Background: an optimization exercise with open tools, aiming at small area. Do not read the settings as production practice.
At most, simulation tests tie the RTL to the original design; equivalence was not proved.
No activity file was given, so power comes from the tool's default toggle rates.

==> job 4721 <==
## clock_top_57
module clock_top_57 (
    input           clk_50m_57,
    input   [7:0]   sw_57 ,
    input   [7:0]   key_57 ,
    output  [6:0]   seg_57,
    output  [7:0]   dig_57,
    output  [7:0]   led_57,
    output          bell_57
);
Settings: LEC_CHECK=0, CAP_MARGIN=20, CORE_MARGIN=2, CORE_UTILIZATION=40, CTS_BUF_LIST=sky130_fd_sc_hd__clkbuf_8, CTS_CLUSTER_SIZE=10, SLEW_MARGIN=20; clock period 20.0 ns.
run.sh (not shown) runs the stock make flow with config.mk's settings and CLKGATE_MAP_FILE= SYNTH_SCRIPT=/design/flow/synth_recipe.tcl, a recipe that flattens the netlist after the stock synthesis.
==> job 7661 (differences from job 4721) <==
Settings changed: CTS_BUF_LIST sky130_fd_sc_hd__clkbuf_8 to default, CTS_CLUSTER_SIZE 10 to default.
==> notes.md <==
                                                                            job 7661                   job 4721
Status                                                       complete, no violations    complete, no violations
Net switching power figure                                                  0.832 mW                   0.825 mW
Setup slack of the most critical reg-to-reg path                           17,010 ps                  17,030 ps
Period utilization                                                             63.4%                      63.4%
Global-route wire length before repair                                     73,200 um                  73,300 um
DRC marker count from the first detailed-route iteration                       1,111                      1,201
Total power consumption of the routed design                                 2.37 mW                    2.23 mW
Power dissipated in the clock network                                       0.734 mW                   0.595 mW
Multi-input gate share of the layout cell area                                 51.7%                      52.3%
DR WL met3                                                                   2000 um                    2020 um
Count of non-filler cells in the finished layout                               2,618                      2,651
Clk tree area frac                                                             6.89%                      5.83%
Clock skew after layout                                                      16.1 ps                    23.9 ps
Timing-limited maximum frequency                                          0.0789 GHz                 0.0788 GHz
Total global-route track usage                                                 20.3%                      20.2%
Final nets                                                                     2,147                      2,164
Number of global-route vias before repair                                     13,800                     13,900
Worst hold margin                                                             425 ps                     423 ps
Leakage                                                                      7.02 nW                    7.02 nW
Clock root buffer                                         sky130_fd_sc_hd__clkbuf_16  sky130_fd_sc_hd__clkbuf_8
Part of the power in registers                                                 37.6%                      40.0%
Function was not checked in any run of this note: the RTL went through the layout flow alone.

---

==> inputs of run Z <==
clock_top_57, a different RTL version from the one above (not shown whole).
export LEC_CHECK = 0
export CAP_MARGIN = 20
export CORE_MARGIN = 2
export CORE_UTILIZATION = 40
export SLEW_MARGIN = 20
create_clock -name core_clock -period 20.0 [get_ports {clk_50m_57}]
standard.sh (not shown) runs the stock make flow with config.mk's settings and CLKGATE_MAP_FILE= SYNTH_SCRIPT=/design/flow/synth_recipe.tcl, a recipe that flattens the netlist after the stock synthesis.
==> flow/flow/run.sh <==
#!/bin/bash
# Own layout flow: the standard ORFS flow (standard.sh) with three changes:
#  - synthesis maps all logic (no separate adder-cell mapping) with an area-oriented
#    ABC script (flow/abc_area.script: &deepsyn AIG optimisation, then repeated
#    area mapping with map -a and mfs2 resubstitution).
#    Flip-flops are mapped before ABC runs, so the registers, their names and cell
#    types are exactly those of the standard synthesis;
#  - port buffers are the smallest buffer (buf_1) instead of clkdlybuf4s50_1;
#    every input and output port still gets its own buffer;
#  - clock tree synthesis options (flow/cts_args.txt): clkbuf_8 buffers, clusters of
#    at most 14 sinks, no dummy loads.
# Each tool's full output goes to the ORFS step logs under orfs/logs/ and the whole
# make output to flow_make.log in the folder the flow runs in.
set -euo pipefail
F="$(cd "$(dirname "${BASH_SOURCE[0]}")" && pwd)"
W="$(pwd)"
{
    printf 'proc abc {args} {\n'
    printf '  set i [lsearch -exact $args -script]\n'
    printf '  if {$i >= 0} { lset args [expr {$i + 1}] {%s} }\n' "$F/abc_area.script"
    printf '  puts "own flow: abc with %s"\n' "$F/abc_area.script"
    printf '  yosys abc {*}$args\n'
    printf '}\n'
    cat "$W/synth_recipe.tcl"
} > "$W/own_synth.tcl"
CTS="$(tr '\n' ' ' < "$F/cts_args.txt")"
bash "$W/standard.sh" \
    SYNTH_SCRIPT="$W/own_synth.tcl" \
    ADDER_MAP_FILE= \
    BUFFER_PORTS_ARGS="-buffer_cell sky130_fd_sc_hd__buf_1" \
    CTS_ARGS="$CTS" \
    finish > "$W/flow_make.log" 2>&1
==> flow/flow/abc_area.script <==
strash
&get -n
&deepsyn -T 60
&put
dch -f
map -a
mfs2 -a
strash
dch -f
map -a
mfs2 -a
strash
dch -f
map -a
mfs2 -a
strash
dch -f
map -a
mfs2 -a
strash
dch -f
map -a
topo
==> flow/flow/cts_args.txt <==
-sink_clustering_enable -repair_clock_nets -buf_list sky130_fd_sc_hd__clkbuf_8 -sink_clustering_size 14 -sink_clustering_max_diameter 120 -dont_use_dummy_load
==> run F: changes against run Z <==
--- a/flow/design.v
+++ b/flow/design.v
@@ -55,18 +55,17 @@
 reg  [4:0] n31;      
 reg  [4:0] n23;      
 reg        n42;      
 reg        n35;      
 reg        n28;      
 wire p        = t4[0];
-wire t5_end   = t5[2];                           
-wire t25_end  = t5_end & t25[2];           
+wire t5_end   = t5 == 3'd4;
+wire t25_end  = t5_end & (t25 == 3'd4);           
 wire t50_end  = t25_end & p;                      
-wire t50_24   = t50[4] & t50[3];                 
-wire t2500_end= t50_end & t50_24 & c500;  
-wire t7_end   = t7[2] & t7[1];                   
+wire t2500_end= t50_end & (t50 == 5'd24) & c500;  
+wire t7_end   = t7 == 3'd6;
 wire t25_zero = (t5 == 3'd0) & (t25 == 3'd0);
 wire clk5k    = t5[0] ^ p;                        
 wire tick5k   = (t5 == 3'd0) & p;                 
 wire clk1k    = t5[0] ^ t25[0] ^ p;               
 wire tick1k   = t25_zero & p;                     
 wire tick1    = t25_zero & ~p & ~c500 & (t50 == 5'd0) & c1;   
@@ -75,28 +74,28 @@
         t4 <= 0; t5 <= 0; t25 <= 0; c500 <= 0; t50 <= 0; c1 <= 0; t2500 <= 0;
         t3 <= 0; t7 <= 0; n47 <= 0; n37 <= 0; n31 <= 0; n23 <= 0;
         n42 <= 0; n35 <= 0; n28 <= 0;
     end else begin
         t4 <= t4 + 2'd1;
         t5 <= t5_end ? 3'd0 : t5 + 3'd1;
-        if (t5_end) t25 <= t25[2] ? 3'd0 : t25 + 3'd1;
+        if (t5_end) t25 <= (t25 == 3'd4) ? 3'd0 : t25 + 3'd1;
         if (t50_end) begin
             c500 <= ~c500;
-            t50  <= t50_24 ? 5'd0 : t50 + 5'd1;
+            t50  <= (t50 == 5'd24) ? 5'd0 : t50 + 5'd1;
         end
         if (t2500_end) begin
             c1    <= ~c1;
-            t2500 <= t2500[2] ? 3'd0 : t2500 + 3'd1;
+            t2500 <= (t2500 == 3'd4) ? 3'd0 : t2500 + 3'd1;
         end
-        t3  <= t3[1] ? 2'd0 : t3 + 2'd1;
+        t3  <= (t3 == 2'd2) ? 2'd0 : t3 + 2'd1;
         t7  <= t7_end ? 3'd0 : t7 + 3'd1;
-        n47 <= (n47[5] & n47[3] & n47[2] & n47[1]) ? 6'd0 : n47 + 6'd1;    
-        n37 <= (n37[5] & n37[2]) ? 6'd0 : n37 + 6'd1;                      
-        n31 <= (n31[4] & n31[3] & n31[2] & n31[1]) ? 5'd0 : n31 + 5'd1;    
-        n23 <= (n23[4] & n23[2] & n23[1]) ? 5'd0 : n23 + 5'd1;             
-        if (t7_end & p & t3[1])        n42 <= ~n42;
+        n47 <= (n47 == 6'd46) ? 6'd0 : n47 + 6'd1;
+        n37 <= (n37 == 6'd36) ? 6'd0 : n37 + 6'd1;
+        n31 <= (n31 == 5'd30) ? 5'd0 : n31 + 5'd1;
+        n23 <= (n23 == 5'd22) ? 5'd0 : n23 + 5'd1;
+        if (t7_end & p & (t3 == 2'd2)) n42 <= ~n42;
         if (t7_end & t5_end)           n35 <= ~n35;
         if (t7_end & (t4 == 2'd3))     n28 <= ~n28;
     end
 end
 wire note_do  = n47[0] ^ p;
 wire note_re  = n42;
@@ -104,27 +103,31 @@
 wire note_fa  = n35;
 wire note_so  = n31[0] ^ p;
 wire note_la  = n28;
 wire note_ti  = clk1k;
 wire note_doh = n23[0] ^ p;
 reg [2:0] scan;
+reg       shine;
 always @(posedge clk) begin
-    if (rst)         scan <= 0;
-    else if (tick1k) scan <= scan + 3'd1;
+    if (rst) begin
+        scan  <= 0;
+        shine <= 0;
+    end else if (tick1k) begin
+        scan <= scan + 3'd1;
+        if ((t50 == 5'd24) & c500 & (t2500 == 3'd4)) shine <= ~shine;   
+    end
 end
-wire late  = t50_24 & c500 & clk1k & ~t25_zero;
-wire shine = t2500[0] ^ c1 ^ (late & t2500[2]);
 reg [5:0] mel;
 reg [2:0] num;
 always @(posedge clk) begin
     if (rst) begin
         mel <= 0;
         num <= 0;
     end else if (tick1) begin
         mel <= mel + 6'd1;
-        if ((mel == 6'd63) & ~(num[2] & num[0])) num <= num + 3'd1;    
+        if ((mel == 6'd63) & (num != 3'd5)) num <= num + 3'd1;
     end
 end
 wire clock_e   = sw_57[0];
 wire correct_e = sw_57[1];
 wire run_m     = sw_57[2] & ~sw_57[3];
 wire rec_m     = sw_57[2] &  sw_57[3];
@@ -136,13 +139,13 @@
 wire week_m    = ~sw_57[1] & ~sw_57[2] & ~sw_57[3] & sw_57[4] & ~sw_57[5] & ~sw_57[6];
 function [5:0] step(input [5:0] v, input dn, input h);
     reg [5:0] lim;
     begin
         lim = h ? 6'd23 : 6'd59;
         if (dn) step = (v == 6'd0) ? lim : v - 6'd1;
-        else    step = (h ? (v[4] & v[2] & v[1] & v[0]) : (v[5] & v[4] & v[3] & v[1] & v[0])) ? 6'd0 : v + 6'd1;   
+        else    step = (v == lim) ? 6'd0 : v + 6'd1;
     end
 endfunction
 reg [1:0] fc;        
 reg       cprev;
 reg [5:0] sec, min;
 reg [4:0] hour;
@@ -154,26 +157,24 @@
         fc    <= 0;
         cprev <= 0;
         csel  <= 0;
     end else begin
         if (krise[6]) fc <= fc + 2'd1;
         cprev <= cclk;
-        if (krise[2] & correct_e) csel <= {csel[0], ~csel[1] & ~csel[0]};
+        if (krise[2] & correct_e) csel <= (csel == 2'd2) ? 2'd0 : csel + 2'd1;
     end
 end
 wire       cdn  = ~clock_e & ~krise[0];
 wire [5:0] s_n  = step(sec, cdn, 1'b0);
 wire [5:0] m_n  = step(min, cdn, 1'b0);
 wire [5:0] h_n  = step({1'b0, hour}, cdn, 1'b1);
 wire       ckey = correct_e & ~clock_e & (krise[0] | krise[1]);
 wire       crun = clock_e & ctick;
-wire       sec59 = sec[5] & sec[4] & sec[3] & sec[1] & sec[0];
-wire       min59 = min[5] & min[4] & min[3] & min[1] & min[0];
-wire       s_en = crun | (ckey & ~csel[1] & ~csel[0]);
-wire       m_en = (crun & sec59) | (ckey & csel[0]);
-wire       h_en = (crun & sec59 & min59) | (ckey & csel[1]);
+wire       s_en = crun | (ckey & (csel == 2'd0));
+wire       m_en = (crun & (sec == 6'd59)) | (ckey & (csel == 2'd1));
+wire       h_en = (crun & (sec == 6'd59) & (min == 6'd59)) | (ckey & (csel == 2'd2));
 always @(posedge clk) begin
     if (rst) begin
         sec <= 0; min <= 0; hour <= 0;
     end else begin
         if (s_en) sec  <= s_n;
         if (m_en) min  <= m_n;
@@ -184,24 +185,24 @@
 reg [4:0] ahour;
 reg [1:0] asel;
 reg       wce;
 reg [5:0] ssec, smin;    
 reg [4:0] shour;
 wire       akey = alarm_m & (krise[0] | krise[1]);
-wire [5:0] a_in = asel[1] ? {1'b0, ahour} : asel[0] ? amin : asec;
+wire [5:0] a_in = (asel == 2'd0) ? asec : (asel == 2'd1) ? amin : {1'b0, ahour};
 wire [5:0] a_n  = step(a_in, ~krise[0], asel[1]);
 always @(posedge clk) begin
     if (rst) begin
         asec <= 0; amin <= 0; ahour <= 0; asel <= 0; wce <= 0;
     end else begin
-        if (akey & ~asel[1] & ~asel[0]) asec  <= a_n;
-        if (akey & asel[0]) amin  <= a_n;
-        if (akey & asel[1]) ahour <= a_n[4:0];
+        if (akey & (asel == 2'd0)) asec  <= a_n;
+        if (akey & (asel == 2'd1)) amin  <= a_n;
+        if (akey & (asel == 2'd2)) ahour <= a_n[4:0];
         if (alarm_m) begin
             wce <= krise[0];
-            if (krise[2]) asel <= {asel[0], ~asel[1] & ~asel[0]};
+            if (krise[2]) asel <= (asel == 2'd2) ? 2'd0 : asel + 2'd1;
         end
     end
 end
 always @(posedge clk) begin
     if (rst) begin
         ssec <= 0; smin <= 0; shour <= 0;
@@ -229,27 +230,26 @@
 reg  [2:0] wa;       
 reg  [4:0] ra;       
 reg        re;
 reg [18:0] m0, m1, m2, m3, m4;
 reg [18:0] rd, rec;
 wire wr = run_m & krise[1];
-wire fs99 = fs[6] & fs[5] & fs[1] & fs[0];    
 always @(posedge clk) begin
     if (rst) begin
         run <= 0;
         fs <= 0; ss <= 0; ms <= 0;
     end else begin
         if (krise[0] & run_m) run <= ~run;
         if (tick5k) begin
             if (kout[2]) begin
                 fs <= 0; ss <= 0; ms <= 0;
             end else if (run & run_m) begin
-                fs <= fs99 ? 7'd0 : fs + 7'd1;
-                if (fs99) begin
+                fs <= (fs == 7'd99) ? 7'd0 : fs + 7'd1;
+                if (fs == 7'd99) begin
                     ss <= step(ss, 1'b0, 1'b0);
-                    if (ss[5] & ss[4] & ss[3] & ss[1] & ss[0]) ms <= step(ms, 1'b0, 1'b0);
+                    if (ss == 6'd59) ms <= step(ms, 1'b0, 1'b0);
                 end
             end
         end
     end
 end
 always @(posedge clk) begin
@@ -263,16 +263,16 @@
         re <= rec_m & krise[0];
     end
 end
 wire [18:0] lap  = {ms, ss, fs};
 wire [18:0] lapd = lap & {19{~rst}};    
 always @(posedge clk) begin
-    if (rst | (wr & ~wa[2] & ~wa[1] & ~wa[0])) m0 <= lapd;
-    if (rst | (wr & ~wa[1] & wa[0])) m1 <= lapd;
-    if (rst | (wr & wa[1] & ~wa[0])) m2 <= lapd;
-    if (rst | (wr & wa[1] & wa[0])) m3 <= lapd;
+    if (rst | (wr & (wa == 3'd0))) m0 <= lapd;
+    if (rst | (wr & (wa == 3'd1))) m1 <= lapd;
+    if (rst | (wr & (wa == 3'd2))) m2 <= lapd;
+    if (rst | (wr & (wa == 3'd3))) m3 <= lapd;
     if (rst | (wr & wa[2]))        m4 <= lapd;
 end
 wire        rd_keep = ~rst & ~re;
 wire [4:0]  rd_sel  = ra & {5{~rst & re}};
 wire [18:0] rd_n = ({19{rd_sel[0]}} & m0) | ({19{rd_sel[1]}} & m1) | ({19{rd_sel[2]}} & m2) |
                    ({19{rd_sel[3]}} & m3) | ({19{rd_sel[4]}} & m4) | ({19{rd_keep}} & rd);
@@ -317,13 +317,13 @@
                 (num_d == 4'd9) ? 7'b1101111 :
                 (num_d == 4'd10) ? 7'b1000000 :
                 7'b0000000;
 wire       shine_e = correct_e | alarm_m;
 wire [1:0] bsel    = alarm_m ? asel : csel;
 wire       blink   = shine_e & ~shine & ~pos_dash &
-                     (pos_sec ? ~bsel[1] & ~bsel[0] : pos_min ? bsel[0] : bsel[1]);
+                     (bsel == (pos_sec ? 2'd0 : pos_min ? 2'd1 : 2'd2));
 wire [7:0] scan_oh = 8'd1 << scan;
 assign dig_57 = week_m ? 8'b11111110 : ~(scan_oh & {8{~blink}});
 reg se;        
 reg model;     
 always @(posedge clk) begin
     if (rst) begin
@@ -337,19 +337,17 @@
 end
 reg [2:0] pos2;
 always @(posedge clk) begin
     if (rst) pos2 <= 0;
     else if (tick1 & game_e) pos2 <= pos2 + 3'd1;
 end
-wire       cleared = (num[2] & num[0]) | (num[2] & (mel[5:1] != 5'd0));    
+wire       cleared = (num == 3'd5) | ((num == 3'd4) & (mel[5:1] != 5'd0));
 wire       led1_on = (num == 3'd0) & mel[0] & (mel <= 6'd33);
-wire       led_oh  = game_e | (se & ~model & ~cleared);
-wire       led_pat = ~game_e & se & model & led1_on;
-wire [2:0] led_idx = game_e ? pos2 : mel[2:0];
-assign led_57 = ({8{led_oh}} & (8'd1 << led_idx)) |
-                ({8{led_pat}} & (mel[2] ? 8'b10101010 : 8'b01010101));
+wire [7:0] led1    = led1_on ? (mel[2] ? 8'b10101010 : 8'b01010101) : 8'd0;
+wire [7:0] led0    = cleared ? 8'd0 : (8'd1 << mel[2:0]);
+assign led_57 = game_e ? (8'd1 << pos2) : se ? (model ? led1 : led0) : 8'd0;
 reg bm, b3;
 reg note_m;
 always @(*) begin
     case (mel)
         6'd0, 6'd1, 6'd2, 6'd16, 6'd17, 6'd18: note_m = note_doh;
         6'd3, 6'd19, 6'd48, 6'd49, 6'd50, 6'd51: note_m = note_la;
--- a/flow/flow/run.sh
+++ b/flow/flow/run.sh
@@ -1,17 +1,14 @@
 #!/bin/bash
 # Own layout flow: the standard ORFS flow (standard.sh) with three changes:
 #  - synthesis maps all logic (no separate adder-cell mapping) with an area-oriented
-#    ABC script (flow/abc_area.script: &deepsyn AIG optimisation, then repeated
-#    area mapping with map -a and mfs2 resubstitution).
+#    ABC script (flow/abc_area.script).
 #    Flip-flops are mapped before ABC runs, so the registers, their names and cell
 #    types are exactly those of the standard synthesis;
 #  - port buffers are the smallest buffer (buf_1) instead of clkdlybuf4s50_1;
-#    every input and output port still gets its own buffer;
-#  - clock tree synthesis options (flow/cts_args.txt): clkbuf_8 buffers, clusters of
-#    at most 14 sinks, no dummy loads.
+#  - clock tree synthesis options (flow/cts_args.txt).
 # Each tool's full output goes to the ORFS step logs under orfs/logs/ and the whole
 # make output to flow_make.log in the folder the flow runs in.
 set -euo pipefail
 F="$(cd "$(dirname "${BASH_SOURCE[0]}")" && pwd)"
 W="$(pwd)"
 {
==> flow/flow/abc_area.script (replaced) <==
strash
dch -f
map -a
mfs2 -a
strash
dch -f
map -a
mfs2 -a
strash
dch -f
map -a
mfs2 -a
strash
dch -f
map -a
mfs2 -a
strash
dch -f
map -a
topo
==> flow/flow/cts_args.txt (replaced) <==
-sink_clustering_enable -repair_clock_nets -buf_list sky130_fd_sc_hd__clkbuf_8 -sink_clustering_size 12 -sink_clustering_max_diameter 100
==> run Y: changes against run Z <==
Settings changed: CORE_UTILIZATION 40 to 60.
==> run D: changes against run Z <==
--- a/flow/flow/run.sh
+++ b/flow/flow/run.sh
@@ -1,17 +1,17 @@
 #!/bin/bash
 # Own layout flow: the standard ORFS flow (standard.sh) with three changes:
 #  - synthesis maps all logic (no separate adder-cell mapping) with an area-oriented
-#    ABC script (flow/abc_area.script: &deepsyn AIG optimisation, then repeated
+#    ABC script (flow/abc_area.script: three rounds of &deepsyn AIG optimisation, then repeated
 #    area mapping with map -a and mfs2 resubstitution).
 #    Flip-flops are mapped before ABC runs, so the registers, their names and cell
 #    types are exactly those of the standard synthesis;
 #  - port buffers are the smallest buffer (buf_1) instead of clkdlybuf4s50_1;
 #    every input and output port still gets its own buffer;
 #  - clock tree synthesis options (flow/cts_args.txt): clkbuf_8 buffers, clusters of
-#    at most 14 sinks, no dummy loads.
+#    at most 16 sinks within 100 um, no dummy loads.
 # Each tool's full output goes to the ORFS step logs under orfs/logs/ and the whole
 # make output to flow_make.log in the folder the flow runs in.
 set -euo pipefail
 F="$(cd "$(dirname "${BASH_SOURCE[0]}")" && pwd)"
 W="$(pwd)"
 {
==> flow/flow/abc_area.script (replaced) <==
strash
&get -n
&deepsyn -I 3 -T 150
&put
dch -f
map -a
mfs2 -a
strash
dch -f
map -a
mfs2 -a
strash
dch -f
map -a
mfs2 -a
strash
dch -f
map -a
mfs2 -a
strash
dch -f
map -a
topo
==> flow/flow/cts_args.txt (replaced) <==
-sink_clustering_enable -repair_clock_nets -buf_list sky130_fd_sc_hd__clkbuf_8 -sink_clustering_size 18 -sink_clustering_max_diameter 90 -dont_use_dummy_load
==> notes.md <==
Clock buf count: run D 22; run Y 27; run F 31; run Z 27
Global Route met2 Usage: run D 31.1%; run Y 46.5%; run F 35.1%; run Z 33.2%
Static leakage: run D 4.98 nW; run Y 4.87 nW; run F 5.48 nW; run Z 4.88 nW
Outcome: run D timing/DRC/antenna clean; run Y timing/DRC/antenna clean; run F timing/DRC/antenna clean; run Z timing/DRC/antenna clean
Layout net count: run D 1655; run Y 1673; run F 1810; run Z 1673
Number of non-filler instances in the completed layout: run D 2078; run Y 1934; run F 2262; run Z 2102
Std-Cell Rows: run D 66; run Y 54; run F 68; run Z 67
Standard cell core area: run D 32700 um2; run Y 22000 um2; run F 34500 um2; run Z 33400 um2
Sequential cell area share: run D 51.4%; run Y 51.6%; run F 48.6%; run Z 50.8%
Share of the final layout cell area in multi-input gates: run D 34.4%; run Y 35.4%; run F 36.9%; run Z 35.0%
Global-route total usage across every layer: run D 19.5%; run Y 28.3%; run F 20.9%; run Z 20.0%
Number of cells after detailed placement: run D 2056; run Y 1907; run F 2214; run Z 2075
First-pass iteration count of the detailed router: run D 6; run Y 6; run F 5; run Z 5
R2R Path Start: run D t4[0]; run Y t4[0]; run F u_deshake7.cnt_57[3]; run Z t4[0]
Met3 Track Usage GR: run D 2.44%; run Y 4.37%; run F 3.56%; run Z 2.88%

port drivers added, routing unchanged:
No port has a modelled driver above. Below, the same layouts with a new extraction and two added sets of constraints. Step 1, drivers: a clkbuf_16 drives clk_50m_57 and a buf_2 each remaining input, both assumed. Step 2, shift: input delay + t, output delay - t, t = (earliest + latest rising clock arrival at the registers) / 2. This alone moves slack from input paths to output paths. a / b / c = ideal / step 1 / step 2; a / b = the first two.
run	t, ns	setup slack, ns	worst hold slack (ns)	worst register clock-pin slew, ns	worst slew at a driven data input, ns
job 4721	0.682	7.316 / 7.291 / 7.291	0.423 / 0.423 / 0.423	0.07 / 0.07	0.04
job 7661	0.607	7.324 / 7.299 / 7.299	0.425 / 0.425 / 0.425	0.06 / 0.06	0.04
run Z	0.602	6.797 / 6.741 / 6.741	0.418 / 0.418 / 0.418	0.10 / 0.10	0.05
run F	0.651	6.549 / 6.470 / 6.470	0.435 / 0.435 / 0.435	0.09 / 0.09	0.08
run Y	0.600	6.850 / 6.774 / 6.774	0.419 / 0.419 / 0.419	0.10 / 0.10	0.07
run D	0.605	6.558 / 6.473 / 6.473	0.421 / 0.421 / 0.421	0.13 / 0.13	0.09
After both steps every run listed still meets setup and hold. The setup slack of run D, which loses most, moves by -0.085 ns with the drivers and by -0.085 ns with both steps.
